Background: an optimization exercise with open tools, aiming at small area and a short achievable clock period. Do not read the settings as production practice.
Function was checked by simulation only, so behaviour that the tests miss may differ from the original.

[flow/flow/run.sh]
#!/bin/bash
# Standard layout, with plain buf_1 cells as the buffers that every input and output port gets,
# and timing repair asked to keep 26 ns of setup slack (a 16 ns path) so that the resizer
# buffers and sizes the critical path instead of leaving minimum-size gates on it.
set -euo pipefail
export BUFFER_PORTS_ARGS="-buffer_cell sky130_fd_sc_hd__buf_1"
export SETUP_SLACK_MARGIN=26
bash standard.sh > standard.log 2>&1
[flow/standard.sh]
#!/bin/bash
# synth_recipe.tcl (not shown) runs the flow's synth.tcl, then flattens the netlist and writes it again
# the make line also repeats each setting of config.mk as NAME=value (left out here)
make -C /OpenROAD-flow-scripts/flow DESIGN_CONFIG=/design/flow/config.mk WORK_HOME=/design/flow/orfs CLKGATE_MAP_FILE= SYNTH_SCRIPT=/design/flow/synth_recipe.tcl "${@:-finish}"
[flow/config.mk]
export PLATFORM = sky130hd
export DESIGN_NAME = processor
export DESIGN_NICKNAME = processor
export VERILOG_FILES = /design/flow/design.v
export SDC_FILE = /design/flow/constraint.sdc
export NUM_CORES = 4
export LEC_CHECK = 0
export CAP_MARGIN = 20
export CORE_MARGIN = 2
export CORE_UTILIZATION = 60
export SLEW_MARGIN = 20
export SYNTH_HIERARCHICAL = 1
[flow/constraint.sdc]
create_clock -name core_clock -period 42.0 [get_ports {clk}]
set_input_delay 8.4000 -clock core_clock [delete_from_list [all_inputs] [get_ports {clk}]]
set_output_delay 8.4000 -clock core_clock [all_outputs]
set_load 0.01 [all_outputs]
[flow/design.v]
module processor(clk, rst, i_dataValid, i_packet, o_answer);
  input clk;
  input rst;
  input i_dataValid;
  input [31:0] i_packet;
  output reg [31:0] o_answer;
  reg [6:0] rf;
  reg f;
  wire dir = i_packet[31];
  wire [30:0] v;
  wire [3:0] g;
  gctl uc0 (.vld(i_dataValid), .rst(rst), .g(g[0]));
  gctl uc1 (.vld(i_dataValid), .rst(rst), .g(g[1]));
  gctl uc2 (.vld(i_dataValid), .rst(rst), .g(g[2]));
  gctl uc3 (.vld(i_dataValid), .rst(rst), .g(g[3]));
  gate8 ug0 (.d(i_packet[7:0]), .g(g[0]), .q(v[7:0]));
  gate8 ug1 (.d(i_packet[15:8]), .g(g[1]), .q(v[15:8]));
  gate8 ug2 (.d(i_packet[23:16]), .g(g[2]), .q(v[23:16]));
  gate8 ug3 (.d({1'b0, i_packet[30:24]}), .g(g[3]), .q({nc_unused, v[30:24]}));
  wire nc_unused;
  wire [31:0] a = o_answer;
  wire [6:0] rneg = (rf == 7'd0) ? 7'd0 : 7'd100 - rf;
  wire [6:0] rin1 = f ? rf : rneg;        
  wire [6:0] rin0 = f ? rneg : rf;        
  wire [6:0] rin = dir ? rin1 : rin0;
  wire [9:0] c0 = v[11:2];
  wire [9:0] c1 = v[21:12];
  wire [8:0] c2 = v[30:22];
  wire [9:0] c1n = ~c1;
  wire [8:0] c2n = ~c2;
  wire [2:0] uq = {1'b0, v[1:0]} + {1'b0, rin[1:0]};
  wire cc = uq[2];
  wire ns_1, nc_2;
  fa uns_1 (.a(c0[7]), .b(c1n[7]), .c(c2[7]), .s(ns_1), .co(nc_2));
  wire ns_3, nc_4;
  fa uns_3 (.a(c0[8]), .b(c1n[8]), .c(c2[8]), .s(ns_3), .co(nc_4));
  wire ns_5, nc_6;
  ha uns_5 (.a(nc_2), .b(ns_3), .s(ns_5), .co(nc_6));
  wire ns_7, nc_8;
  fa uns_7 (.a(c0[9]), .b(c1n[9]), .c(nc_4), .s(ns_7), .co(nc_8));
  wire ns_9, nc_10;
  ha uns_9 (.a(nc_6), .b(ns_7), .s(ns_9), .co(nc_10));
  wire ns_11, nc_12;
  ha uns_11 (.a(nc_8), .b(nc_10), .s(ns_11), .co(nc_12));
  wire ns_13, nc_14;
  fa uns_13 (.a(c0[0]), .b(c1n[0]), .c(c2[0]), .s(ns_13), .co(nc_14));
  wire ns_15, nc_16;
  fa uns_15 (.a(rin[2]), .b(cc), .c(ns_1), .s(ns_15), .co(nc_16));
  wire ns_17, nc_18;
  xn2 uns_17 (.a(c0[1]), .b(c1n[1]), .y(ns_17));
  or2m unc_18 (.a(c0[1]), .b(c1n[1]), .y(nc_18));
  wire ns_19, nc_20;
  fa uns_19 (.a(c2[1]), .b(rin[3]), .c(ns_17), .s(ns_19), .co(nc_20));
  wire ns_21, nc_22;
  fa uns_21 (.a(nc_14), .b(ns_1), .c(ns_19), .s(ns_21), .co(nc_22));
  wire ns_23, nc_24;
  ha uns_23 (.a(ns_5), .b(nc_16), .s(ns_23), .co(nc_24));
  wire ns_25, nc_26;
  fa uns_25 (.a(c0[2]), .b(c1n[2]), .c(c2[2]), .s(ns_25), .co(nc_26));
  wire ns_27, nc_28;
  fa uns_27 (.a(rin[4]), .b(nc_18), .c(ns_25), .s(ns_27), .co(nc_28));
  wire ns_29, nc_30;
  fa uns_29 (.a(nc_20), .b(ns_5), .c(ns_27), .s(ns_29), .co(nc_30));
  wire ns_31, nc_32;
  fa uns_31 (.a(nc_22), .b(nc_24), .c(ns_9), .s(ns_31), .co(nc_32));
  wire ns_33, nc_34;
  fa uns_33 (.a(c0[3]), .b(c1n[3]), .c(c2[3]), .s(ns_33), .co(nc_34));
  wire ns_35, nc_36;
  fa uns_35 (.a(rin[5]), .b(nc_26), .c(ns_33), .s(ns_35), .co(nc_36));
  wire ns_37, nc_38;
  fa uns_37 (.a(nc_28), .b(ns_35), .c(ns_9), .s(ns_37), .co(nc_38));
  wire ns_39, nc_40;
  fa uns_39 (.a(nc_30), .b(ns_11), .c(nc_32), .s(ns_39), .co(nc_40));
  wire ns_41, nc_42;
  fa uns_41 (.a(c0[4]), .b(c1n[4]), .c(c2[4]), .s(ns_41), .co(nc_42));
  wire ns_43, nc_44;
  fa uns_43 (.a(rin[6]), .b(nc_34), .c(ns_41), .s(ns_43), .co(nc_44));
  wire ns_45, nc_46;
  fa uns_45 (.a(nc_36), .b(ns_43), .c(nc_12), .s(ns_45), .co(nc_46));
  wire ns_47, nc_48;
  fa uns_47 (.a(ns_11), .b(nc_38), .c(ns_45), .s(ns_47), .co(nc_48));
  wire ns_49, nc_50;
  fa uns_49 (.a(c0[5]), .b(c1n[5]), .c(c2[5]), .s(ns_49), .co(nc_50));
  wire ns_51, nc_52;
  fa uns_51 (.a(nc_42), .b(ns_49), .c(nc_44), .s(ns_51), .co(nc_52));
  wire ns_53, nc_54;
  fa uns_53 (.a(nc_12), .b(ns_51), .c(nc_46), .s(ns_53), .co(nc_54));
  wire ns_55, nc_56;
  fa uns_55 (.a(c0[6]), .b(c1n[6]), .c(c2[6]), .s(ns_55), .co(nc_56));
  wire ns_57, nc_58;
  fa uns_57 (.a(nc_50), .b(ns_55), .c(nc_52), .s(ns_57), .co(nc_58));
  wire ng_59, np_60;
  ha unp_60 (.a(ns_13), .b(ns_15), .s(np_60), .co(ng_59));
  wire ng_61, np_62;
  ha unp_62 (.a(ns_21), .b(ns_23), .s(np_62), .co(ng_61));
  wire ng_63, np_64;
  ha unp_64 (.a(ns_29), .b(ns_31), .s(np_64), .co(ng_63));
  wire ng_65, np_66;
  ha unp_66 (.a(ns_37), .b(ns_39), .s(np_66), .co(ng_65));
  wire ng_67, np_68;
  ha unp_68 (.a(nc_40), .b(ns_47), .s(np_68), .co(ng_67));
  wire ng_69, np_70;
  ha unp_70 (.a(nc_48), .b(ns_53), .s(np_70), .co(ng_69));
  wire ng_71, np_72;
  ha unp_72 (.a(ns_57), .b(nc_54), .s(np_72), .co(ng_71));
  wire ng_73, np_74;
  ha unp_74 (.a(nc_56), .b(nc_58), .s(np_74), .co(ng_73));
  wire nG_75 = ng_61 | (np_62 & ng_59);
  wire nP_76 = np_62 & np_60;
  wire nG_77 = ng_65 | (np_66 & ng_63);
  wire nP_78 = np_66 & np_64;
  wire nG_79 = ng_69 | (np_70 & ng_67);
  wire nP_80 = np_70 & np_68;
  wire nG_81 = ng_73 | (np_74 & ng_71);
  wire nP_82 = np_74 & np_72;
  wire nG_83 = ng_63 | (np_64 & nG_75);
  wire nP_84 = np_64 & nP_76;
  wire nG_85 = nG_77 | (nP_78 & nG_75);
  wire nP_86 = nP_78 & nP_76;
  wire nG_87 = ng_71 | (np_72 & nG_79);
  wire nP_88 = np_72 & nP_80;
  wire nG_89 = nG_81 | (nP_82 & nG_79);
  wire nP_90 = nP_82 & nP_80;
  wire nG_91 = ng_67 | (np_68 & nG_85);
  wire nP_92 = np_68 & nP_86;
  wire nG_93 = nG_79 | (nP_80 & nG_85);
  wire nP_94 = nP_80 & nP_86;
  wire nG_95 = nG_87 | (nP_88 & nG_85);
  wire nP_96 = nP_88 & nP_86;
  wire nG_97 = nG_89 | (nP_90 & nG_85);
  wire nP_98 = nP_90 & nP_86;
  wire no_99;
  xr2 uno_99 (.a(np_62), .b(ng_59), .y(no_99));
  wire no_100;
  xr2 uno_100 (.a(np_64), .b(nG_75), .y(no_100));
  wire no_101;
  xr2 uno_101 (.a(np_66), .b(nG_83), .y(no_101));
  wire no_102;
  xr2 uno_102 (.a(np_68), .b(nG_85), .y(no_102));
  wire no_103;
  xr2 uno_103 (.a(np_70), .b(nG_91), .y(no_103));
  wire no_104;
  xr2 uno_104 (.a(np_72), .b(nG_93), .y(no_104));
  wire no_105;
  xr2 uno_105 (.a(np_74), .b(nG_95), .y(no_105));
  wire [8:0] fp = {nG_97, no_105, no_104, no_103, no_102, no_101, no_100, no_99, np_60};
  wire [4:0] rr;
  wire [4:0] fpf = fp[8:4];
  assign rr[0] = (fpf == 5'd2) | (fpf == 5'd3) | (fpf == 5'd5) | (fpf == 5'd6) | (fpf == 5'd8) | (fpf == 5'd9) | (fpf == 5'd11) | (fpf == 5'd12) | (fpf == 5'd15) | (fpf == 5'd18) | (fpf == 5'd21) | (fpf == 5'd24) | (fpf == 5'd27) | (fpf == 5'd28) | (fpf == 5'd30) | (fpf == 5'd31);
  assign rr[1] = (fpf == 5'd2) | (fpf == 5'd3) | (fpf == 5'd4) | (fpf == 5'd8) | (fpf == 5'd9) | (fpf == 5'd10) | (fpf == 5'd15) | (fpf == 5'd16) | (fpf == 5'd17) | (fpf == 5'd21) | (fpf == 5'd22) | (fpf == 5'd23) | (fpf == 5'd27) | (fpf == 5'd28) | (fpf == 5'd29);
  assign rr[2] = (fpf == 5'd2) | (fpf == 5'd3) | (fpf == 5'd4) | (fpf == 5'd5) | (fpf == 5'd6) | (fpf == 5'd7) | (fpf == 5'd15) | (fpf == 5'd16) | (fpf == 5'd17) | (fpf == 5'd18) | (fpf == 5'd19) | (fpf == 5'd20) | (fpf == 5'd27) | (fpf == 5'd28) | (fpf == 5'd29) | (fpf == 5'd30) | (fpf == 5'd31);
  assign rr[3] = (fpf == 5'd4) | (fpf == 5'd7) | (fpf == 5'd10) | (fpf == 5'd13) | (fpf == 5'd14) | (fpf == 5'd15) | (fpf == 5'd18) | (fpf == 5'd21) | (fpf == 5'd24) | (fpf == 5'd29);
  assign rr[4] = (fpf == 5'd1) | (fpf == 5'd3) | (fpf == 5'd6) | (fpf == 5'd9) | (fpf == 5'd12) | (fpf == 5'd14) | (fpf == 5'd17) | (fpf == 5'd20) | (fpf == 5'd23) | (fpf == 5'd26) | (fpf == 5'd28) | (fpf == 5'd31);
  wire [5:0] s = {1'b0, rr} + {2'b0, fp[3:0]};
  wire [4:0] ry = (s >= 6'd25) ? s[4:0] + 5'd7 : s[4:0];
  wire [6:0] m = {ry, uq[1:0]};
  wire ng_106, np_107;
  ha unp_107 (.a(c1[0]), .b(c2n[0]), .s(np_107), .co(ng_106));
  wire ng_108, np_109;
  ha unp_109 (.a(c1[1]), .b(c2n[1]), .s(np_109), .co(ng_108));
  wire ng_110, np_111;
  ha unp_111 (.a(c1[2]), .b(c2n[2]), .s(np_111), .co(ng_110));
  wire ng_112, np_113;
  ha unp_113 (.a(c1[3]), .b(c2n[3]), .s(np_113), .co(ng_112));
  wire ng_114, np_115;
  ha unp_115 (.a(c1[4]), .b(c2n[4]), .s(np_115), .co(ng_114));
  wire ng_116, np_117;
  ha unp_117 (.a(c1[5]), .b(c2n[5]), .s(np_117), .co(ng_116));
  wire ng_118, np_119;
  ha unp_119 (.a(c1[6]), .b(c2n[6]), .s(np_119), .co(ng_118));
  wire ng_120, np_121;
  ha unp_121 (.a(c1[7]), .b(c2n[7]), .s(np_121), .co(ng_120));
  wire ng_122, np_123;
  ha unp_123 (.a(c1[8]), .b(c2n[8]), .s(np_123), .co(ng_122));
  wire nG_124 = ng_108 | (np_109 & ng_106);
  wire nP_125 = np_109 & np_107;
  wire nG_126 = ng_112 | (np_113 & ng_110);
  wire nP_127 = np_113 & np_111;
  wire nG_128 = ng_116 | (np_117 & ng_114);
  wire nP_129 = np_117 & np_115;
  wire nG_130 = ng_120 | (np_121 & ng_118);
  wire nP_131 = np_121 & np_119;
  wire nG_132 = c1[9] & ng_122;
  wire nP_133 = c1[9] & np_123;
  wire nG_134 = ng_110 | (np_111 & nG_124);
  wire nP_135 = np_111 & nP_125;
  wire nG_136 = nG_126 | (nP_127 & nG_124);
  wire nP_137 = nP_127 & nP_125;
  wire nG_138 = ng_118 | (np_119 & nG_128);
  wire nP_139 = np_119 & nP_129;
  wire nG_140 = nG_130 | (nP_131 & nG_128);
  wire nP_141 = nP_131 & nP_129;
  wire nG_142 = ng_114 | (np_115 & nG_136);
  wire nP_143 = np_115 & nP_137;
  wire nG_144 = nG_128 | (nP_129 & nG_136);
  wire nP_145 = nP_129 & nP_137;
  wire nG_146 = nG_138 | (nP_139 & nG_136);
  wire nP_147 = nP_139 & nP_137;
  wire nG_148 = nG_140 | (nP_141 & nG_136);
  wire nP_149 = nP_141 & nP_137;
  wire nG_150 = ng_122 | (np_123 & nG_148);
  wire nP_151 = np_123 & nP_149;
  wire nG_152 = nG_132 | (nP_133 & nG_148);
  wire nP_153 = nP_133 & nP_149;
  wire no_154 = ~np_107;
  wire nG_155 = ng_106 | np_107;
  wire no_156;
  xr2 uno_156 (.a(np_109), .b(nG_155), .y(no_156));
  wire nG_157 = nG_124 | nP_125;
  wire no_158;
  xr2 uno_158 (.a(np_111), .b(nG_157), .y(no_158));
  wire nG_159 = nG_134 | nP_135;
  wire no_160;
  xr2 uno_160 (.a(np_113), .b(nG_159), .y(no_160));
  wire nG_161 = nG_136 | nP_137;
  wire no_162;
  xr2 uno_162 (.a(np_115), .b(nG_161), .y(no_162));
  wire nG_163 = nG_142 | nP_143;
  wire no_164;
  xr2 uno_164 (.a(np_117), .b(nG_163), .y(no_164));
  wire nG_165 = nG_144 | nP_145;
  wire no_166;
  xr2 uno_166 (.a(np_119), .b(nG_165), .y(no_166));
  wire nG_167 = nG_146 | nP_147;
  wire no_168;
  xr2 uno_168 (.a(np_121), .b(nG_167), .y(no_168));
  wire nG_169 = nG_148 | nP_149;
  wire no_170;
  xr2 uno_170 (.a(np_123), .b(nG_169), .y(no_170));
  wire nG_171 = nG_150 | nP_151;
  wire no_172;
  xr2 uno_172 (.a(c1[9]), .b(nG_171), .y(no_172));
  wire nG_173 = nG_152 | nP_153;
  wire ns_174 = ~no_99;
  wire ns_175, nc_176;
  fa uns_175 (.a(np_60), .b(no_99), .c(no_100), .s(ns_175), .co(nc_176));
  wire ns_177, nc_178;
  fa uns_177 (.a(no_99), .b(no_101), .c(nc_176), .s(ns_177), .co(nc_178));
  wire ns_179, nc_180;
  fa uns_179 (.a(no_100), .b(no_102), .c(nc_178), .s(ns_179), .co(nc_180));
  wire ns_181, nc_182;
  fa uns_181 (.a(no_101), .b(nG_97), .c(no_103), .s(ns_181), .co(nc_182));
  wire ns_183, nc_184;
  ha uns_183 (.a(no_102), .b(no_104), .s(ns_183), .co(nc_184));
  wire ns_185, nc_186;
  xn2 uns_185 (.a(a[0]), .b(no_154), .y(ns_185));
  or2m unc_186 (.a(a[0]), .b(no_154), .y(nc_186));
  wire ns_187, nc_188;
  fa uns_187 (.a(ns_1), .b(ns_185), .c(no_103), .s(ns_187), .co(nc_188));
  wire ns_189, nc_190;
  ha uns_189 (.a(no_105), .b(nc_184), .s(ns_189), .co(nc_190));
  wire ns_191, nc_192;
  xn2 uns_191 (.a(a[1]), .b(nc_186), .y(ns_191));
  or2m unc_192 (.a(a[1]), .b(nc_186), .y(nc_192));
  wire ns_193, nc_194;
  fa uns_193 (.a(no_156), .b(ns_5), .c(ns_191), .s(ns_193), .co(nc_194));
  wire ns_195, nc_196;
  fa uns_195 (.a(ns_193), .b(nG_97), .c(no_104), .s(ns_195), .co(nc_196));
  wire ns_197, nc_198;
  ha uns_197 (.a(nc_188), .b(nc_190), .s(ns_197), .co(nc_198));
  wire ns_199, nc_200;
  xn2 uns_199 (.a(a[2]), .b(ns_1), .y(ns_199));
  or2m unc_200 (.a(a[2]), .b(ns_1), .y(nc_200));
  wire ns_201, nc_202;
  fa uns_201 (.a(ns_199), .b(nc_192), .c(no_158), .s(ns_201), .co(nc_202));
  wire ns_203, nc_204;
  fa uns_203 (.a(ns_9), .b(nc_194), .c(ns_201), .s(ns_203), .co(nc_204));
  wire ns_205, nc_206;
  fa uns_205 (.a(ns_203), .b(no_105), .c(nc_196), .s(ns_205), .co(nc_206));
  wire ns_207, nc_208;
  fa uns_207 (.a(a[3]), .b(no_154), .c(nc_200), .s(ns_207), .co(nc_208));
  wire ns_209, nc_210;
  fa uns_209 (.a(ns_5), .b(no_160), .c(ns_207), .s(ns_209), .co(nc_210));
  wire ns_211, nc_212;
  fa uns_211 (.a(nc_202), .b(ns_11), .c(ns_209), .s(ns_211), .co(nc_212));
  wire ns_213, nc_214;
  fa uns_213 (.a(nc_204), .b(ns_211), .c(nG_97), .s(ns_213), .co(nc_214));
  wire ns_215, nc_216;
  xn2 uns_215 (.a(a[4]), .b(no_156), .y(ns_215));
  or2m unc_216 (.a(a[4]), .b(no_156), .y(nc_216));
  wire ns_217, nc_218;
  fa uns_217 (.a(ns_215), .b(no_162), .c(nc_208), .s(ns_217), .co(nc_218));
  wire ns_219, nc_220;
  fa uns_219 (.a(ns_9), .b(nc_12), .c(nc_210), .s(ns_219), .co(nc_220));
  wire ns_221, nc_222;
  fa uns_221 (.a(ns_217), .b(nc_212), .c(ns_219), .s(ns_221), .co(nc_222));
  wire ns_223, nc_224;
  fa uns_223 (.a(a[5]), .b(no_154), .c(no_158), .s(ns_223), .co(nc_224));
  wire ns_225, nc_226;
  fa uns_225 (.a(nc_216), .b(no_164), .c(ns_223), .s(ns_225), .co(nc_226));
  wire ns_227, nc_228;
  fa uns_227 (.a(ns_11), .b(nc_218), .c(ns_225), .s(ns_227), .co(nc_228));
  wire ns_229, nc_230;
  ha uns_229 (.a(nc_220), .b(ns_227), .s(ns_229), .co(nc_230));
  wire ns_231, nc_232;
  xn2 uns_231 (.a(a[6]), .b(no_156), .y(ns_231));
  or2m unc_232 (.a(a[6]), .b(no_156), .y(nc_232));
  wire ns_233, nc_234;
  fa uns_233 (.a(ns_231), .b(no_160), .c(no_166), .s(ns_233), .co(nc_234));
  wire ns_235, nc_236;
  fa uns_235 (.a(nc_224), .b(nc_12), .c(ns_233), .s(ns_235), .co(nc_236));
  wire ns_237, nc_238;
  fa uns_237 (.a(nc_226), .b(ns_235), .c(nc_228), .s(ns_237), .co(nc_238));
  wire ns_239, nc_240;
  xn2 uns_239 (.a(a[7]), .b(no_158), .y(ns_239));
  or2m unc_240 (.a(a[7]), .b(no_158), .y(nc_240));
  wire ns_241, nc_242;
  fa uns_241 (.a(nc_232), .b(no_162), .c(ns_239), .s(ns_241), .co(nc_242));
  wire ns_243, nc_244;
  fa uns_243 (.a(no_168), .b(ns_241), .c(nc_234), .s(ns_243), .co(nc_244));
  wire ns_245, nc_246;
  ha uns_245 (.a(nc_236), .b(ns_243), .s(ns_245), .co(nc_246));
  wire ns_247, nc_248;
  xn2 uns_247 (.a(a[8]), .b(no_160), .y(ns_247));
  or2m unc_248 (.a(a[8]), .b(no_160), .y(nc_248));
  wire ns_249, nc_250;
  fa uns_249 (.a(nc_240), .b(no_170), .c(no_164), .s(ns_249), .co(nc_250));
  wire ns_251, nc_252;
  fa uns_251 (.a(ns_247), .b(nc_242), .c(ns_249), .s(ns_251), .co(nc_252));
  wire ns_253, nc_254;
  ha uns_253 (.a(nc_244), .b(ns_251), .s(ns_253), .co(nc_254));
  wire ns_255, nc_256;
  fa uns_255 (.a(a[9]), .b(no_162), .c(no_166), .s(ns_255), .co(nc_256));
  wire ns_257, nc_258;
  fa uns_257 (.a(nc_248), .b(no_172), .c(nc_250), .s(ns_257), .co(nc_258));
  wire ns_259, nc_260;
  fa uns_259 (.a(ns_255), .b(nc_252), .c(ns_257), .s(ns_259), .co(nc_260));
  wire ns_261, nc_262;
  xn2 uns_261 (.a(a[10]), .b(c2[0]), .y(ns_261));
  or2m unc_262 (.a(a[10]), .b(c2[0]), .y(nc_262));
  wire ns_263, nc_264;
  fa uns_263 (.a(ns_261), .b(nG_173), .c(no_168), .s(ns_263), .co(nc_264));
  wire ns_265, nc_266;
  fa uns_265 (.a(no_164), .b(nc_256), .c(ns_263), .s(ns_265), .co(nc_266));
  wire ns_267, nc_268;
  ha uns_267 (.a(nc_258), .b(ns_265), .s(ns_267), .co(nc_268));
  wire ns_269, nc_270;
  xn2 uns_269 (.a(a[11]), .b(c2[1]), .y(ns_269));
  or2m unc_270 (.a(a[11]), .b(c2[1]), .y(nc_270));
  wire ns_271, nc_272;
  fa uns_271 (.a(nc_262), .b(ns_269), .c(no_170), .s(ns_271), .co(nc_272));
  wire ns_273, nc_274;
  fa uns_273 (.a(no_166), .b(nc_264), .c(ns_271), .s(ns_273), .co(nc_274));
  wire ns_275, nc_276;
  ha uns_275 (.a(nc_266), .b(ns_273), .s(ns_275), .co(nc_276));
  wire ns_277, nc_278;
  fa uns_277 (.a(a[12]), .b(c2[2]), .c(nc_270), .s(ns_277), .co(nc_278));
  wire ns_279, nc_280;
  fa uns_279 (.a(ns_277), .b(no_168), .c(no_172), .s(ns_279), .co(nc_280));
  wire ns_281, nc_282;
  fa uns_281 (.a(nc_272), .b(ns_279), .c(nc_274), .s(ns_281), .co(nc_282));
  wire ns_283, nc_284;
  xn2 uns_283 (.a(a[13]), .b(c2[0]), .y(ns_283));
  or2m unc_284 (.a(a[13]), .b(c2[0]), .y(nc_284));
  wire ns_285, nc_286;
  fa uns_285 (.a(c2[3]), .b(ns_283), .c(nc_278), .s(ns_285), .co(nc_286));
  wire ns_287, nc_288;
  fa uns_287 (.a(ns_285), .b(nG_173), .c(no_170), .s(ns_287), .co(nc_288));
  wire ns_289, nc_290;
  ha uns_289 (.a(ns_287), .b(nc_280), .s(ns_289), .co(nc_290));
  wire ns_291, nc_292;
  fa uns_291 (.a(a[14]), .b(c2[1]), .c(c2[4]), .s(ns_291), .co(nc_292));
  wire ns_293, nc_294;
  fa uns_293 (.a(nc_284), .b(ns_291), .c(nc_286), .s(ns_293), .co(nc_294));
  wire ns_295, nc_296;
  fa uns_295 (.a(no_172), .b(ns_293), .c(nc_288), .s(ns_295), .co(nc_296));
  wire ns_297, nc_298;
  xn2 uns_297 (.a(a[15]), .b(c2[0]), .y(ns_297));
  or2m unc_298 (.a(a[15]), .b(c2[0]), .y(nc_298));
  wire ns_299, nc_300;
  fa uns_299 (.a(c2[2]), .b(c2[5]), .c(ns_297), .s(ns_299), .co(nc_300));
  wire ns_301, nc_302;
  fa uns_301 (.a(nc_292), .b(ns_299), .c(nG_173), .s(ns_301), .co(nc_302));
  wire ns_303, nc_304;
  ha uns_303 (.a(nc_294), .b(ns_301), .s(ns_303), .co(nc_304));
  wire ns_305, nc_306;
  xn2 uns_305 (.a(a[16]), .b(c2[1]), .y(ns_305));
  or2m unc_306 (.a(a[16]), .b(c2[1]), .y(nc_306));
  wire ns_307, nc_308;
  fa uns_307 (.a(c2[3]), .b(c2[6]), .c(nc_298), .s(ns_307), .co(nc_308));
  wire ns_309, nc_310;
  fa uns_309 (.a(ns_305), .b(nc_300), .c(ns_307), .s(ns_309), .co(nc_310));
  wire ns_311, nc_312;
  ha uns_311 (.a(ns_309), .b(nc_302), .s(ns_311), .co(nc_312));
  wire ns_313, nc_314;
  xn2 uns_313 (.a(a[17]), .b(c2[2]), .y(ns_313));
  or2m unc_314 (.a(a[17]), .b(c2[2]), .y(nc_314));
  wire ns_315, nc_316;
  fa uns_315 (.a(c2[4]), .b(c2[7]), .c(nc_306), .s(ns_315), .co(nc_316));
  wire ns_317, nc_318;
  fa uns_317 (.a(ns_313), .b(nc_308), .c(ns_315), .s(ns_317), .co(nc_318));
  wire ns_319, nc_320;
  ha uns_319 (.a(nc_310), .b(ns_317), .s(ns_319), .co(nc_320));
  wire ns_321, nc_322;
  xn2 uns_321 (.a(a[18]), .b(c2[3]), .y(ns_321));
  or2m unc_322 (.a(a[18]), .b(c2[3]), .y(nc_322));
  wire ns_323, nc_324;
  fa uns_323 (.a(c2[5]), .b(c2[8]), .c(nc_314), .s(ns_323), .co(nc_324));
  wire ns_325, nc_326;
  fa uns_325 (.a(ns_321), .b(nc_316), .c(ns_323), .s(ns_325), .co(nc_326));
  wire ns_327, nc_328;
  ha uns_327 (.a(nc_318), .b(ns_325), .s(ns_327), .co(nc_328));
  wire ns_329, nc_330;
  xn2 uns_329 (.a(a[19]), .b(c2[4]), .y(ns_329));
  or2m unc_330 (.a(a[19]), .b(c2[4]), .y(nc_330));
  wire ns_331, nc_332;
  fa uns_331 (.a(c2[6]), .b(nc_322), .c(ns_329), .s(ns_331), .co(nc_332));
  wire ns_333, nc_334;
  fa uns_333 (.a(nc_324), .b(ns_331), .c(nc_326), .s(ns_333), .co(nc_334));
  wire ns_335, nc_336;
  xn2 uns_335 (.a(a[20]), .b(c2[5]), .y(ns_335));
  or2m unc_336 (.a(a[20]), .b(c2[5]), .y(nc_336));
  wire ns_337, nc_338;
  fa uns_337 (.a(c2[7]), .b(nc_330), .c(ns_335), .s(ns_337), .co(nc_338));
  wire ns_339, nc_340;
  ha uns_339 (.a(nc_332), .b(ns_337), .s(ns_339), .co(nc_340));
  wire ns_341, nc_342;
  xn2 uns_341 (.a(a[21]), .b(c2[6]), .y(ns_341));
  or2m unc_342 (.a(a[21]), .b(c2[6]), .y(nc_342));
  wire ns_343, nc_344;
  fa uns_343 (.a(c2[8]), .b(nc_336), .c(ns_341), .s(ns_343), .co(nc_344));
  wire ns_345, nc_346;
  ha uns_345 (.a(nc_338), .b(ns_343), .s(ns_345), .co(nc_346));
  wire ns_347, nc_348;
  xn2 uns_347 (.a(a[22]), .b(c2[7]), .y(ns_347));
  or2m unc_348 (.a(a[22]), .b(c2[7]), .y(nc_348));
  wire ns_349, nc_350;
  fa uns_349 (.a(nc_342), .b(ns_347), .c(nc_344), .s(ns_349), .co(nc_350));
  wire ns_351, nc_352;
  xn2 uns_351 (.a(a[23]), .b(c2[8]), .y(ns_351));
  or2m unc_352 (.a(a[23]), .b(c2[8]), .y(nc_352));
  wire ns_353, nc_354;
  ha uns_353 (.a(nc_348), .b(ns_351), .s(ns_353), .co(nc_354));
  wire ns_355, nc_356;
  xn2 uns_355 (.a(a[24]), .b(nc_352), .y(ns_355));
  or2m unc_356 (.a(a[24]), .b(nc_352), .y(nc_356));
  wire ns_357 = ~a[25];
  wire ns_358 = ~a[26];
  wire ns_359 = ~a[27];
  wire ns_360 = ~a[28];
  wire ns_361 = ~a[29];
  wire ns_362 = ~a[30];
  wire ns_363 = ~a[31];
  wire ng_364, np_365;
  ha unp_365 (.a(np_60), .b(no_101), .s(np_365), .co(ng_364));
  wire ng_366, np_367;
  ha unp_367 (.a(ns_174), .b(no_102), .s(np_367), .co(ng_366));
  wire ng_368, np_369;
  ha unp_369 (.a(ns_175), .b(no_103), .s(np_369), .co(ng_368));
  wire ng_370, np_371;
  ha unp_371 (.a(ns_177), .b(no_104), .s(np_371), .co(ng_370));
  wire ng_372, np_373;
  ha unp_373 (.a(no_105), .b(ns_179), .s(np_373), .co(ng_372));
  wire ng_374, np_375;
  ha unp_375 (.a(nc_180), .b(ns_181), .s(np_375), .co(ng_374));
  wire ng_376, np_377;
  ha unp_377 (.a(ns_183), .b(nc_182), .s(np_377), .co(ng_376));
  wire ng_378, np_379;
  ha unp_379 (.a(ns_187), .b(ns_189), .s(np_379), .co(ng_378));
  wire ng_380, np_381;
  ha unp_381 (.a(ns_195), .b(ns_197), .s(np_381), .co(ng_380));
  wire ng_382, np_383;
  ha unp_383 (.a(nc_198), .b(ns_205), .s(np_383), .co(ng_382));
  wire ng_384, np_385;
  ha unp_385 (.a(ns_213), .b(nc_206), .s(np_385), .co(ng_384));
  wire ng_386, np_387;
  ha unp_387 (.a(ns_221), .b(nc_214), .s(np_387), .co(ng_386));
  wire ng_388, np_389;
  ha unp_389 (.a(nc_222), .b(ns_229), .s(np_389), .co(ng_388));
  wire ng_390, np_391;
  ha unp_391 (.a(nc_230), .b(ns_237), .s(np_391), .co(ng_390));
  wire ng_392, np_393;
  ha unp_393 (.a(ns_245), .b(nc_238), .s(np_393), .co(ng_392));
  wire ng_394, np_395;
  ha unp_395 (.a(nc_246), .b(ns_253), .s(np_395), .co(ng_394));
  wire ng_396, np_397;
  ha unp_397 (.a(nc_254), .b(ns_259), .s(np_397), .co(ng_396));
  wire ng_398, np_399;
  ha unp_399 (.a(ns_267), .b(nc_260), .s(np_399), .co(ng_398));
  wire ng_400, np_401;
  ha unp_401 (.a(nc_268), .b(ns_275), .s(np_401), .co(ng_400));
  wire ng_402, np_403;
  ha unp_403 (.a(nc_276), .b(ns_281), .s(np_403), .co(ng_402));
  wire ng_404, np_405;
  ha unp_405 (.a(ns_289), .b(nc_282), .s(np_405), .co(ng_404));
  wire ng_406, np_407;
  ha unp_407 (.a(nc_290), .b(ns_295), .s(np_407), .co(ng_406));
  wire ng_408, np_409;
  ha unp_409 (.a(ns_303), .b(nc_296), .s(np_409), .co(ng_408));
  wire ng_410, np_411;
  ha unp_411 (.a(nc_304), .b(ns_311), .s(np_411), .co(ng_410));
  wire ng_412, np_413;
  ha unp_413 (.a(ns_319), .b(nc_312), .s(np_413), .co(ng_412));
  wire ng_414, np_415;
  ha unp_415 (.a(nc_320), .b(ns_327), .s(np_415), .co(ng_414));
  wire ng_416, np_417;
  ha unp_417 (.a(nc_328), .b(ns_333), .s(np_417), .co(ng_416));
  wire ng_418, np_419;
  ha unp_419 (.a(ns_339), .b(nc_334), .s(np_419), .co(ng_418));
  wire ng_420, np_421;
  ha unp_421 (.a(nc_340), .b(ns_345), .s(np_421), .co(ng_420));
  wire ng_422, np_423;
  ha unp_423 (.a(nc_346), .b(ns_349), .s(np_423), .co(ng_422));
  wire ng_424, np_425;
  ha unp_425 (.a(ns_353), .b(nc_350), .s(np_425), .co(ng_424));
  wire ng_426, np_427;
  ha unp_427 (.a(ns_355), .b(nc_354), .s(np_427), .co(ng_426));
  wire ng_428, np_429;
  ha unp_429 (.a(ns_357), .b(nc_356), .s(np_429), .co(ng_428));
  wire ng_430, np_431;
  ha unp_431 (.a(a[25]), .b(ns_358), .s(np_431), .co(ng_430));
  wire ng_432, np_433;
  ha unp_433 (.a(a[26]), .b(ns_359), .s(np_433), .co(ng_432));
  wire ng_434, np_435;
  ha unp_435 (.a(a[27]), .b(ns_360), .s(np_435), .co(ng_434));
  wire ng_436, np_437;
  ha unp_437 (.a(a[28]), .b(ns_361), .s(np_437), .co(ng_436));
  wire ng_438, np_439;
  ha unp_439 (.a(a[29]), .b(ns_362), .s(np_439), .co(ng_438));
  wire ng_440, np_441;
  ha unp_441 (.a(a[30]), .b(ns_363), .s(np_441), .co(ng_440));
  wire nG_442 = ng_366 | (np_367 & ng_364);
  wire nP_443 = np_367 & np_365;
  wire nG_444 = ng_370 | (np_371 & ng_368);
  wire nP_445 = np_371 & np_369;
  wire nG_446 = ng_374 | (np_375 & ng_372);
  wire nP_447 = np_375 & np_373;
  wire nG_448 = ng_378 | (np_379 & ng_376);
  wire nP_449 = np_379 & np_377;
  wire nG_450 = ng_382 | (np_383 & ng_380);
  wire nP_451 = np_383 & np_381;
  wire nG_452 = ng_386 | (np_387 & ng_384);
  wire nP_453 = np_387 & np_385;
  wire nG_454 = ng_390 | (np_391 & ng_388);
  wire nP_455 = np_391 & np_389;
  wire nG_456 = ng_394 | (np_395 & ng_392);
  wire nP_457 = np_395 & np_393;
  wire nG_458 = ng_398 | (np_399 & ng_396);
  wire nP_459 = np_399 & np_397;
  wire nG_460 = ng_402 | (np_403 & ng_400);
  wire nP_461 = np_403 & np_401;
  wire nG_462 = ng_406 | (np_407 & ng_404);
  wire nP_463 = np_407 & np_405;
  wire nG_464 = ng_410 | (np_411 & ng_408);
  wire nP_465 = np_411 & np_409;
  wire nG_466 = ng_414 | (np_415 & ng_412);
  wire nP_467 = np_415 & np_413;
  wire nG_468 = ng_418 | (np_419 & ng_416);
  wire nP_469 = np_419 & np_417;
  wire nG_470 = ng_422 | (np_423 & ng_420);
  wire nP_471 = np_423 & np_421;
  wire nG_472 = ng_426 | (np_427 & ng_424);
  wire nP_473 = np_427 & np_425;
  wire nG_474 = ng_430 | (np_431 & ng_428);
  wire nP_475 = np_431 & np_429;
  wire nG_476 = ng_434 | (np_435 & ng_432);
  wire nP_477 = np_435 & np_433;
  wire nG_478 = ng_438 | (np_439 & ng_436);
  wire nP_479 = np_439 & np_437;
  wire nG_480 = ng_368 | (np_369 & nG_442);
  wire nP_481 = np_369 & nP_443;
  wire nG_482 = nG_444 | (nP_445 & nG_442);
  wire nP_483 = nP_445 & nP_443;
  wire nG_484 = ng_376 | (np_377 & nG_446);
  wire nP_485 = np_377 & nP_447;
  wire nG_486 = nG_448 | (nP_449 & nG_446);
  wire nP_487 = nP_449 & nP_447;
  wire nG_488 = ng_384 | (np_385 & nG_450);
  wire nP_489 = np_385 & nP_451;
  wire nG_490 = nG_452 | (nP_453 & nG_450);
  wire nP_491 = nP_453 & nP_451;
  wire nG_492 = ng_392 | (np_393 & nG_454);
  wire nP_493 = np_393 & nP_455;
  wire nG_494 = nG_456 | (nP_457 & nG_454);
  wire nP_495 = nP_457 & nP_455;
  wire nG_496 = ng_400 | (np_401 & nG_458);
  wire nP_497 = np_401 & nP_459;
  wire nG_498 = nG_460 | (nP_461 & nG_458);
  wire nP_499 = nP_461 & nP_459;
  wire nG_500 = ng_408 | (np_409 & nG_462);
  wire nP_501 = np_409 & nP_463;
  wire nG_502 = nG_464 | (nP_465 & nG_462);
  wire nP_503 = nP_465 & nP_463;
  wire nG_504 = ng_416 | (np_417 & nG_466);
  wire nP_505 = np_417 & nP_467;
  wire nG_506 = nG_468 | (nP_469 & nG_466);
  wire nP_507 = nP_469 & nP_467;
  wire nG_508 = ng_424 | (np_425 & nG_470);
  wire nP_509 = np_425 & nP_471;
  wire nG_510 = nG_472 | (nP_473 & nG_470);
  wire nP_511 = nP_473 & nP_471;
  wire nG_512 = ng_432 | (np_433 & nG_474);
  wire nP_513 = np_433 & nP_475;
  wire nG_514 = nG_476 | (nP_477 & nG_474);
  wire nP_515 = nP_477 & nP_475;
  wire nG_516 = ng_440 | (np_441 & nG_478);
  wire nP_517 = np_441 & nP_479;
  wire nG_518 = ng_372 | (np_373 & nG_482);
  wire nP_519 = np_373 & nP_483;
  wire nG_520 = nG_446 | (nP_447 & nG_482);
  wire nP_521 = nP_447 & nP_483;
  wire nG_522 = nG_484 | (nP_485 & nG_482);
  wire nP_523 = nP_485 & nP_483;
  wire nG_524 = nG_486 | (nP_487 & nG_482);
  wire nP_525 = nP_487 & nP_483;
  wire nG_526 = ng_388 | (np_389 & nG_490);
  wire nP_527 = np_389 & nP_491;
  wire nG_528 = nG_454 | (nP_455 & nG_490);
  wire nP_529 = nP_455 & nP_491;
  wire nG_530 = nG_492 | (nP_493 & nG_490);
  wire nP_531 = nP_493 & nP_491;
  wire nG_532 = nG_494 | (nP_495 & nG_490);
  wire nP_533 = nP_495 & nP_491;
  wire nG_534 = ng_404 | (np_405 & nG_498);
  wire nP_535 = np_405 & nP_499;
  wire nG_536 = nG_462 | (nP_463 & nG_498);
  wire nP_537 = nP_463 & nP_499;
  wire nG_538 = nG_500 | (nP_501 & nG_498);
  wire nP_539 = nP_501 & nP_499;
  wire nG_540 = nG_502 | (nP_503 & nG_498);
  wire nP_541 = nP_503 & nP_499;
  wire nG_542 = ng_420 | (np_421 & nG_506);
  wire nP_543 = np_421 & nP_507;
  wire nG_544 = nG_470 | (nP_471 & nG_506);
  wire nP_545 = nP_471 & nP_507;
  wire nG_546 = nG_508 | (nP_509 & nG_506);
  wire nP_547 = nP_509 & nP_507;
  wire nG_548 = nG_510 | (nP_511 & nG_506);
  wire nP_549 = nP_511 & nP_507;
  wire nG_550 = ng_436 | (np_437 & nG_514);
  wire nP_551 = np_437 & nP_515;
  wire nG_552 = nG_478 | (nP_479 & nG_514);
  wire nP_553 = nP_479 & nP_515;
  wire nG_554 = nG_516 | (nP_517 & nG_514);
  wire nP_555 = nP_517 & nP_515;
  wire nG_556 = ng_380 | (np_381 & nG_524);
  wire nP_557 = np_381 & nP_525;
  wire nG_558 = nG_450 | (nP_451 & nG_524);
  wire nP_559 = nP_451 & nP_525;
  wire nG_560 = nG_488 | (nP_489 & nG_524);
  wire nP_561 = nP_489 & nP_525;
  wire nG_562 = nG_490 | (nP_491 & nG_524);
  wire nP_563 = nP_491 & nP_525;
  wire nG_564 = nG_526 | (nP_527 & nG_524);
  wire nP_565 = nP_527 & nP_525;
  wire nG_566 = nG_528 | (nP_529 & nG_524);
  wire nP_567 = nP_529 & nP_525;
  wire nG_568 = nG_530 | (nP_531 & nG_524);
  wire nP_569 = nP_531 & nP_525;
  wire nG_570 = nG_532 | (nP_533 & nG_524);
  wire nP_571 = nP_533 & nP_525;
  wire nG_572 = ng_412 | (np_413 & nG_540);
  wire nP_573 = np_413 & nP_541;
  wire nG_574 = nG_466 | (nP_467 & nG_540);
  wire nP_575 = nP_467 & nP_541;
  wire nG_576 = nG_504 | (nP_505 & nG_540);
  wire nP_577 = nP_505 & nP_541;
  wire nG_578 = nG_506 | (nP_507 & nG_540);
  wire nP_579 = nP_507 & nP_541;
  wire nG_580 = nG_542 | (nP_543 & nG_540);
  wire nP_581 = nP_543 & nP_541;
  wire nG_582 = nG_544 | (nP_545 & nG_540);
  wire nP_583 = nP_545 & nP_541;
  wire nG_584 = nG_546 | (nP_547 & nG_540);
  wire nP_585 = nP_547 & nP_541;
  wire nG_586 = nG_548 | (nP_549 & nG_540);
  wire nP_587 = nP_549 & nP_541;
  wire nG_588 = ng_396 | (np_397 & nG_570);
  wire nP_589 = np_397 & nP_571;
  wire nG_590 = nG_458 | (nP_459 & nG_570);
  wire nP_591 = nP_459 & nP_571;
  wire nG_592 = nG_496 | (nP_497 & nG_570);
  wire nP_593 = nP_497 & nP_571;
  wire nG_594 = nG_498 | (nP_499 & nG_570);
  wire nP_595 = nP_499 & nP_571;
  wire nG_596 = nG_534 | (nP_535 & nG_570);
  wire nP_597 = nP_535 & nP_571;
  wire nG_598 = nG_536 | (nP_537 & nG_570);
  wire nP_599 = nP_537 & nP_571;
  wire nG_600 = nG_538 | (nP_539 & nG_570);
  wire nP_601 = nP_539 & nP_571;
  wire nG_602 = nG_540 | (nP_541 & nG_570);
  wire nP_603 = nP_541 & nP_571;
  wire nG_604 = nG_572 | (nP_573 & nG_570);
  wire nP_605 = nP_573 & nP_571;
  wire nG_606 = nG_574 | (nP_575 & nG_570);
  wire nP_607 = nP_575 & nP_571;
  wire nG_608 = nG_576 | (nP_577 & nG_570);
  wire nP_609 = nP_577 & nP_571;
  wire nG_610 = nG_578 | (nP_579 & nG_570);
  wire nP_611 = nP_579 & nP_571;
  wire nG_612 = nG_580 | (nP_581 & nG_570);
  wire nP_613 = nP_581 & nP_571;
  wire nG_614 = nG_582 | (nP_583 & nG_570);
  wire nP_615 = nP_583 & nP_571;
  wire nG_616 = nG_584 | (nP_585 & nG_570);
  wire nP_617 = nP_585 & nP_571;
  wire nG_618 = nG_586 | (nP_587 & nG_570);
  wire nP_619 = nP_587 & nP_571;
  wire nG_620 = ng_428 | (np_429 & nG_618);
  wire nP_621 = np_429 & nP_619;
  wire nG_622 = nG_474 | (nP_475 & nG_618);
  wire nP_623 = nP_475 & nP_619;
  wire nG_624 = nG_512 | (nP_513 & nG_618);
  wire nP_625 = nP_513 & nP_619;
  wire nG_626 = nG_514 | (nP_515 & nG_618);
  wire nP_627 = nP_515 & nP_619;
  wire nG_628 = nG_550 | (nP_551 & nG_618);
  wire nP_629 = nP_551 & nP_619;
  wire nG_630 = nG_552 | (nP_553 & nG_618);
  wire nP_631 = nP_553 & nP_619;
  wire nG_632 = nG_554 | (nP_555 & nG_618);
  wire nP_633 = nP_555 & nP_619;
  wire no_634;
  xr2 uno_634 (.a(np_379), .b(nG_522), .y(no_634));
  wire no_635;
  xr2 uno_635 (.a(np_381), .b(nG_524), .y(no_635));
  wire no_636;
  xr2 uno_636 (.a(np_383), .b(nG_556), .y(no_636));
  wire no_637;
  xr2 uno_637 (.a(np_385), .b(nG_558), .y(no_637));
  wire no_638;
  xr2 uno_638 (.a(np_387), .b(nG_560), .y(no_638));
  wire no_639;
  xr2 uno_639 (.a(np_389), .b(nG_562), .y(no_639));
  wire no_640;
  xr2 uno_640 (.a(np_391), .b(nG_564), .y(no_640));
  wire no_641;
  xr2 uno_641 (.a(np_393), .b(nG_566), .y(no_641));
  wire no_642;
  xr2 uno_642 (.a(np_395), .b(nG_568), .y(no_642));
  wire no_643;
  xr2 uno_643 (.a(np_397), .b(nG_570), .y(no_643));
  wire no_644;
  xr2 uno_644 (.a(np_399), .b(nG_588), .y(no_644));
  wire no_645;
  xr2 uno_645 (.a(np_401), .b(nG_590), .y(no_645));
  wire no_646;
  xr2 uno_646 (.a(np_403), .b(nG_592), .y(no_646));
  wire no_647;
  xr2 uno_647 (.a(np_405), .b(nG_594), .y(no_647));
  wire no_648;
  xr2 uno_648 (.a(np_407), .b(nG_596), .y(no_648));
  wire no_649;
  xr2 uno_649 (.a(np_409), .b(nG_598), .y(no_649));
  wire no_650;
  xr2 uno_650 (.a(np_411), .b(nG_600), .y(no_650));
  wire no_651;
  xr2 uno_651 (.a(np_413), .b(nG_602), .y(no_651));
  wire no_652;
  xr2 uno_652 (.a(np_415), .b(nG_604), .y(no_652));
  wire no_653;
  xr2 uno_653 (.a(np_417), .b(nG_606), .y(no_653));
  wire no_654;
  xr2 uno_654 (.a(np_419), .b(nG_608), .y(no_654));
  wire no_655;
  xr2 uno_655 (.a(np_421), .b(nG_610), .y(no_655));
  wire no_656;
  xr2 uno_656 (.a(np_423), .b(nG_612), .y(no_656));
  wire no_657;
  xr2 uno_657 (.a(np_425), .b(nG_614), .y(no_657));
  wire no_658;
  xr2 uno_658 (.a(np_427), .b(nG_616), .y(no_658));
  wire no_659;
  xr2 uno_659 (.a(np_429), .b(nG_618), .y(no_659));
  wire no_660;
  xr2 uno_660 (.a(np_431), .b(nG_620), .y(no_660));
  wire no_661;
  xr2 uno_661 (.a(np_433), .b(nG_622), .y(no_661));
  wire no_662;
  xr2 uno_662 (.a(np_435), .b(nG_624), .y(no_662));
  wire no_663;
  xr2 uno_663 (.a(np_437), .b(nG_626), .y(no_663));
  wire no_664;
  xr2 uno_664 (.a(np_439), .b(nG_628), .y(no_664));
  wire no_665;
  xr2 uno_665 (.a(np_441), .b(nG_630), .y(no_665));
  wire [31:0] sum = {no_665, no_664, no_663, no_662, no_661, no_660, no_659, no_658, no_657, no_656, no_655, no_654, no_653, no_652, no_651, no_650, no_649, no_648, no_647, no_646, no_645, no_644, no_643, no_642, no_641, no_640, no_639, no_638, no_637, no_636, no_635, no_634};
  always @(posedge clk) begin
    o_answer <= rst ? 32'd0 : sum;
    rf <= rst ? 7'd50 : m;
    f <= dir;
  end
endmodule
module gctl(input vld, input rst, output g);
  assign g = vld & ~rst;
endmodule
module gate8(input [7:0] d, input g, output [7:0] q);
  assign q = d & {8{g}};
endmodule
module fa(input a, input b, input c, output s, output co);
  assign s = a ^ b ^ c;
  assign co = (a & b) | (a & c) | (b & c);
endmodule
module ao21(input a, input b, input c, output y);
  assign y = a | (b & c);
endmodule
module xn2(input a, input b, output y);
  assign y = ~(a ^ b);
endmodule
module or2m(input a, input b, output y);
  assign y = a | b;
endmodule
module an2(input a, input b, output y);
  assign y = a & b;
endmodule
module xr2(input a, input b, output y);
  assign y = a ^ b;
endmodule
module ha(input a, input b, output s, output co);
  assign s = a ^ b;
  assign co = a & b;
endmodule
==> metrics.yaml, run 1 <==
status: "timing/DRC/antenna clean"
nets: 922
critPathKind: "in2reg"
critPathMaxStageDelay_ns: 0.50
yosys_warnings: 7
maxSlewHeadroom: 0.531
setup_violations: 0
drive_above_1_share: 0.0568
gp_congestion: 0.890
postCtsSetupRepairBufs: 0
cts_tree: "built"
place_ws_ns: 25.76
dpl-instance-area_um2: 6850
clock.fmax_mhz: 64.1
hold_viol: 0
syn_area_per_cell_um2: 9.82
grt_setup_unrepaired: "no"
critPathLaunchType: "input port"
grt_antenna_before_repair: 0
cap_viol_max_count: 0
cts_max_level: 2
use_met1: 0.364
critPathTopFamily: "adder cells"
synth_cells: 658
grt_pass1_wl_mm: 24.4
tightest_slew_ns: 0.701
design.core.area_um2: 10400
ios: 67
cts_hold_buf: 0
viasPerCell: 5.72
hold_class: "reg2reg"
area.growth.synth_to_final_pct: 8.15
stdcell_area_um2: 6990
die_area_um2: 11600
required_ns: 42.20
finClkSkew_ns: 0.00893
slew_viol_final: 0
regArea_um2: 801
crit_arrival_ns: 15.79
root_buffer: "clkbuf_8"
drt-wirelength-per-cell_um: 16.5
min_period_ns: 15.59
vias: 4909
clk_pin_slew_ns: 0.08
fin_ws_ns: 26.41
cts.sinks: 40
crit_slowest_cell: "fa_1"
multi_input_area_um2: 5420
fillers: 870
antenna_left: 0
hold_slack_ns: 0.735
synth_nets: 859
clk_path_buf_depth: 2
syn_area_um2: 6460
place_hpwl_mm: 11.8
rows: 37
critical_path.n_buffers_inverters: 3
cpMostUsedCell: "fa_1"
die_h_um: 108
grt_pass1_vias: 5124
clock_latency_ns: 0.31
setup_tns_ns: 0
n_antenna_cell: 0
drc: 0
die_w_um: 108
start_util: 0.623
first_iter_violations: 240
numCtsBuffers: 5
grt.total_usage: 0.269
critPathMaxFanout: 46
grt_max_degree: 47
dp.cells: 850
worstSetupEndpointType: "flop"
layoutNonFillerInstCount: 858
met2_usage: 0.451
first_pass_iters: 5
period_share: 0.371
io_buffers: 66
top_usage_layer: "met2"
grtUsageMet3: 0.0297
grt_overflow: 0
routed_wl_mm: 14.1
-- worst register-to-register path: cells and delay by family (launching register included) --
kind	cells	cell delay [ns]
xor+xnor	3	0.87
compound gates	9	1.99
fa+ha+maj	10	3.31
simple gates	4	0.66
buf+inv	3	0.33
flops	1	0.33
-- path summary, 6_finish.rpt --
check	start	slack [ns]	end	depth (start not counted)
worst min-delay path	o_answer[31]$_SDFF_PP0_	0.73	o_answer[31]$_SDFF_PP0_	4
worst max-delay path	rst	26.41	o_answer[31]$_SDFF_PP0_	29
worst min register to register	o_answer[31]$_SDFF_PP0_	0.73	o_answer[31]$_SDFF_PP0_	4
worst max register to register	f$_DFF_P_	34.41	o_answer[31]$_SDFF_PP0_	29
-- flip-flops by register name (all words and copies together), names as in the netlist --
name      cells
f             1
o_answer     32
rf            7
-- final cells by class --
cell class,instances,share of cell area
multi-input cells,555,0.775
well taps,136,0.0244
clock inverters,2,0.00555
clock buffers,6,0.0118
repair buffers,71,0.0428
inverters,48,0.0258
flip-flops and latches,40,0.115
-- repair_timing --
item | CTS | global route
resized for setup | 0 | 5
hold endpoints to repair | 0 | 0
setup endpoints to repair | 0 | 19
-- layer usage --
layer,share of wire,up-vias
li1,-,2381
met1,0.45,2391
met2,0.48,111
met3,0.036,26
met4,0.027,0
met5,0,-
-- cells in the final DEF (no fill, tap or decap), types with 3 or more instances in the layout --
| master | count |
|---|---|
| and2_1 | 34 |
| o21bai_1 | 4 |
| a21o_1 | 34 |
| nand2b_1 | 7 |
| a21oi_1 | 22 |
| dfxtp_1 | 40 |
| a31o_2 | 4 |
| ha_1 | 84 |
| nand4_1 | 5 |
| nand2_1 | 24 |
| buf_4 | 4 |
| nor4_1 | 7 |
| o21ai_1 | 3 |
| nor2_1 | 13 |
| o21ai_0 | 23 |
| clkbuf_8 | 6 |
| nor2b_4 | 4 |
| fa_1 | 81 |
| buf_1 | 65 |
| nor3_1 | 12 |
| nor2b_1 | 38 |
| o21a_1 | 4 |
| inv_1 | 46 |
| nand3_1 | 8 |
| xor2_1 | 50 |
| or2_1 | 22 |
| a221oi_1 | 3 |
| xnor2_1 | 24 |
-- per-stage QoR --
| stage | utilization |
|---|---|
| finish | 0.674 |
| global placement | 0.661 |
| detailed placement | 0.661 |
| floorplan | - |
| global route | 0.674 |
| CTS | 0.672 |
==> run 2: changes to the inputs <==
==> flow/flow/run.sh (replaced) <==
#!/bin/bash
# Standard layout, with plain buf_1 cells as the buffers that every input and output port gets,
# and timing repair asked to keep 27 ns of setup slack (a 15 ns path) so that the resizer
# buffers and sizes the critical path instead of leaving minimum-size gates on it.
set -euo pipefail
export BUFFER_PORTS_ARGS="-buffer_cell sky130_fd_sc_hd__buf_1"
export SETUP_SLACK_MARGIN=27
bash standard.sh > standard.log 2>&1
==> metrics.yaml, run 2 <==
io_buffers: 66  # unchanged
cpMostUsedCell: "fa_1"  # unchanged
hold_class: "reg2reg"  # unchanged
reg2reg_slack_ns: 34.95  # was 34.41 ns
die_area_um2: 11600  # unchanged
cts_tree: "built"  # unchanged
design.core.area_um2: 10400  # unchanged
first_pass_iters: 5  # unchanged
grt_antenna_before_repair: 0  # unchanged
reg2reg_to: "o_answer[31]$_SDFF_PP0_"  # unchanged
clock.fmax_mhz: 67.1  # was 64.1 MHz
hold_viol: 0  # unchanged
dpl-instance-area_um2: 6870  # was 6850 um^2
routed_wl_mm: 16.0  # was 14.1 mm
reg.largest.list: "o_answer: 32 flops, rf: 7 flops, f: 1 flops"  # unchanged
layout_common_cells: "ha_1 (75), fa_1 (74), buf_1 (64)"  # was ha_1 (84), fa_1 (81), buf_1 (65)
critPathTopFamily: "adder cells"  # unchanged
ios: 67  # unchanged
place_hpwl_mm: 11.9  # was 11.8 mm
setup_violations: 0  # unchanged
maxSlewHeadroom: 0.557  # was 0.531
crit_slowest_cell: "fa_1"  # unchanged
rows: 37  # unchanged
nets: 964  # was 922
clk_pin_slew_ns: 0.08  # about the same
place_ws_ns: 25.95  # was 25.76 ns
largest-register: "o_answer"  # unchanged
crit_arrival_ns: 15.11  # was 15.79 ns
holdPathEnd: "o_answer[31]$_SDFF_PP0_"  # unchanged
dp.cells: 850  # unchanged
drc: 0  # unchanged
fin_ws_ns: 27.10  # was 26.41 ns
hold_slack_ns: 0.697  # was 0.735 ns
synth_cells: 658  # unchanged
stdcell_area_um2: 7710  # was 6990 um^2
drt-wirelength-per-cell_um: 17.8  # was 16.5 um
tightest_slew_ns: 0.659  # was 0.701 ns
finClkSkew_ns: 0.00614  # was 0.00893 ns
period_share: 0.355  # was 0.371
crit_start: "rst"  # unchanged
r2r_cells: 28  # was 29
die_w_um: 108  # unchanged
largest_register_ffs: 32  # unchanged
critical_path.n_buffers_inverters: 4  # was 3
clock_latency_ns: 0.31  # about the same
viasPerCell: 5.67  # was 5.72
vias: 5101  # was 4,909
antenna_left: 0  # unchanged
gp_congestion: 0.869  # was 0.890
whs_path_depth: 4  # unchanged
required_ns: 42.21  # was 42.20 ns
cts_hold_buf: 0  # unchanged
slew_viol_final: 0  # unchanged
drive_above_1_share: 0.178  # was 0.0568
n_antenna_cell: 0  # unchanged
root_buffer: "clkbuf_8"  # unchanged
regArea_um2: 801  # unchanged
hp-start: "o_answer[31]$_SDFF_PP0_"  # unchanged
min_period_ns: 14.90  # was 15.59 ns
synth_nets: 859  # unchanged
grt_pass1_wl_mm: 25.6  # was 24.4 mm
syn_area_um2: 6460  # unchanged
layoutNonFillerInstCount: 900  # was 858
clk_path_buf_depth: 2  # unchanged
critPathLaunchType: "input port"  # unchanged
grt_pass1_vias: 5211  # was 5,124
cts_max_level: 2  # unchanged
cap_viol_max_count: 0  # unchanged
critPathMaxStageDelay_ns: 0.49  # was 0.50 ns
numCtsBuffers: 5  # unchanged
grt.total_usage: 0.288  # was 0.269
r2r-start: "rf[3]$_SDFF_PP0_"  # was f$_DFF_P_
multi_input_area_um2: 5710  # was 5420 um^2
grt_setup_unrepaired: "yes"  # was no
worstSetupEndpointType: "flop"  # unchanged
critPathMaxFanout: 4  # was 46
grt_max_degree: 27  # was 47
fillers: 786  # was 870
first_iter_violations: 188  # was 240
utilization: 0.743  # was 0.674
setup_tns_ns: 0  # unchanged
cts.sinks: 40  # unchanged
critPathKind: "in2reg"  # unchanged
die_h_um: 108  # unchanged
area.growth.synth_to_final_pct: 19.3  # was 8.15%
status: "timing/DRC/antenna clean"  # unchanged
syn_area_per_cell_um2: 9.82  # unchanged
grt_overflow: 0  # unchanged
start_util: 0.623  # unchanged
final_common_cell: "ha_1"  # unchanged
yosys_warnings: 7  # unchanged
-- run 2: timing repair --
action / in CTS / in global routing
pin swaps: 17 / 33
setup endpoints to repair: 30 / 28
cloned: 3 / 1
gates resized for setup: 39 / 44
buffers inserted: 22 / 16
-- run 2: area by class of cell --
class | count | share of cell area
multi-input cells | 555 | 0.741
well taps | 136 | 0.0221
inverters | 48 | 0.0240
clock inverters | 2 | 0.00455
flip-flops and latches | 40 | 0.104
repair buffers | 113 | 0.0951
clock buffers | 6 | 0.00942
-- run 2: layer usage --
layer,vias to the layer above,track usage,wire length (um)
met4,0,0.0934,419
met5,-,0,0
li1,2455,-,-
met2,126,0.484,7950
met3,26,0.0418,673
met1,2494,0.384,7000
-- run 2: worst reg2reg max path, delay by kind of cell (launching register included) --
| family | cells | cell delay, ns |
|---|---|---|
| AO/OA/AOI/OAI | 10 | 2.13 |
| buffers and inverters | 3 | 0.33 |
| flip-flops | 1 | 0.36 |
| adder cells (fa/ha/maj) | 9 | 2.78 |
| XOR/XNOR | 2 | 0.35 |
| AND/OR/NAND/NOR | 4 | 1.03 |
-- run 2: how the worst max path moves through the flow --
stage | end | slack [ns] | depth (start not counted)
floorplan | o_answer[31]$_SDFF_PP0_ | 27.03 | 28
global placement | o_answer[31]$_SDFF_PP0_ | 26.13 | 29
detailed placement | o_answer[23]$_SDFF_PP0_ | 25.95 | 29
CTS | o_answer[31]$_SDFF_PP0_ | 26.98 | 29
global route | rf[3]$_SDFF_PP0_ | 26.85 | 30
finish | o_answer[31]$_SDFF_PP0_ | 27.10 | 30

-- separate check: timing with driven ports --
The flow's constraints put no driver on any port. The routed layouts listed below were extracted and timed again, unchanged, in two steps.
Step 1 (the two cells are an assumption about what drives the block):
set clk [get_ports {clk}]
set_driving_cell -lib_cell sky130_fd_sc_hd__clkbuf_16 $clk
set_driving_cell -lib_cell sky130_fd_sc_hd__buf_2 [delete_from_list [all_inputs] $clk]
Step 2 times the ports against the registers' clock, not the clock port: input delays grow and output delays shrink by t, the midpoint of the rising clock arrivals with the driver on.
a / b / c = ideal ports / drivers / drivers and shift; a / b = the first two.
run	shift t [ns]	setup WS [ns]	worst setup path after step 2	clock arrival spread, ns	cell pins on the clock port's net
run 1	0.343	26.411 / 26.413 / 26.070	input to register	0.009 / 0.008	1
run 2	0.349	27.105 / 27.102 / 26.753	input to register	0.006 / 0.006	1
After both steps setup and hold are still met in every run listed. The setup slack of run 2, which loses most, moves by -0.003 ns with the drivers and by -0.352 ns with both steps.
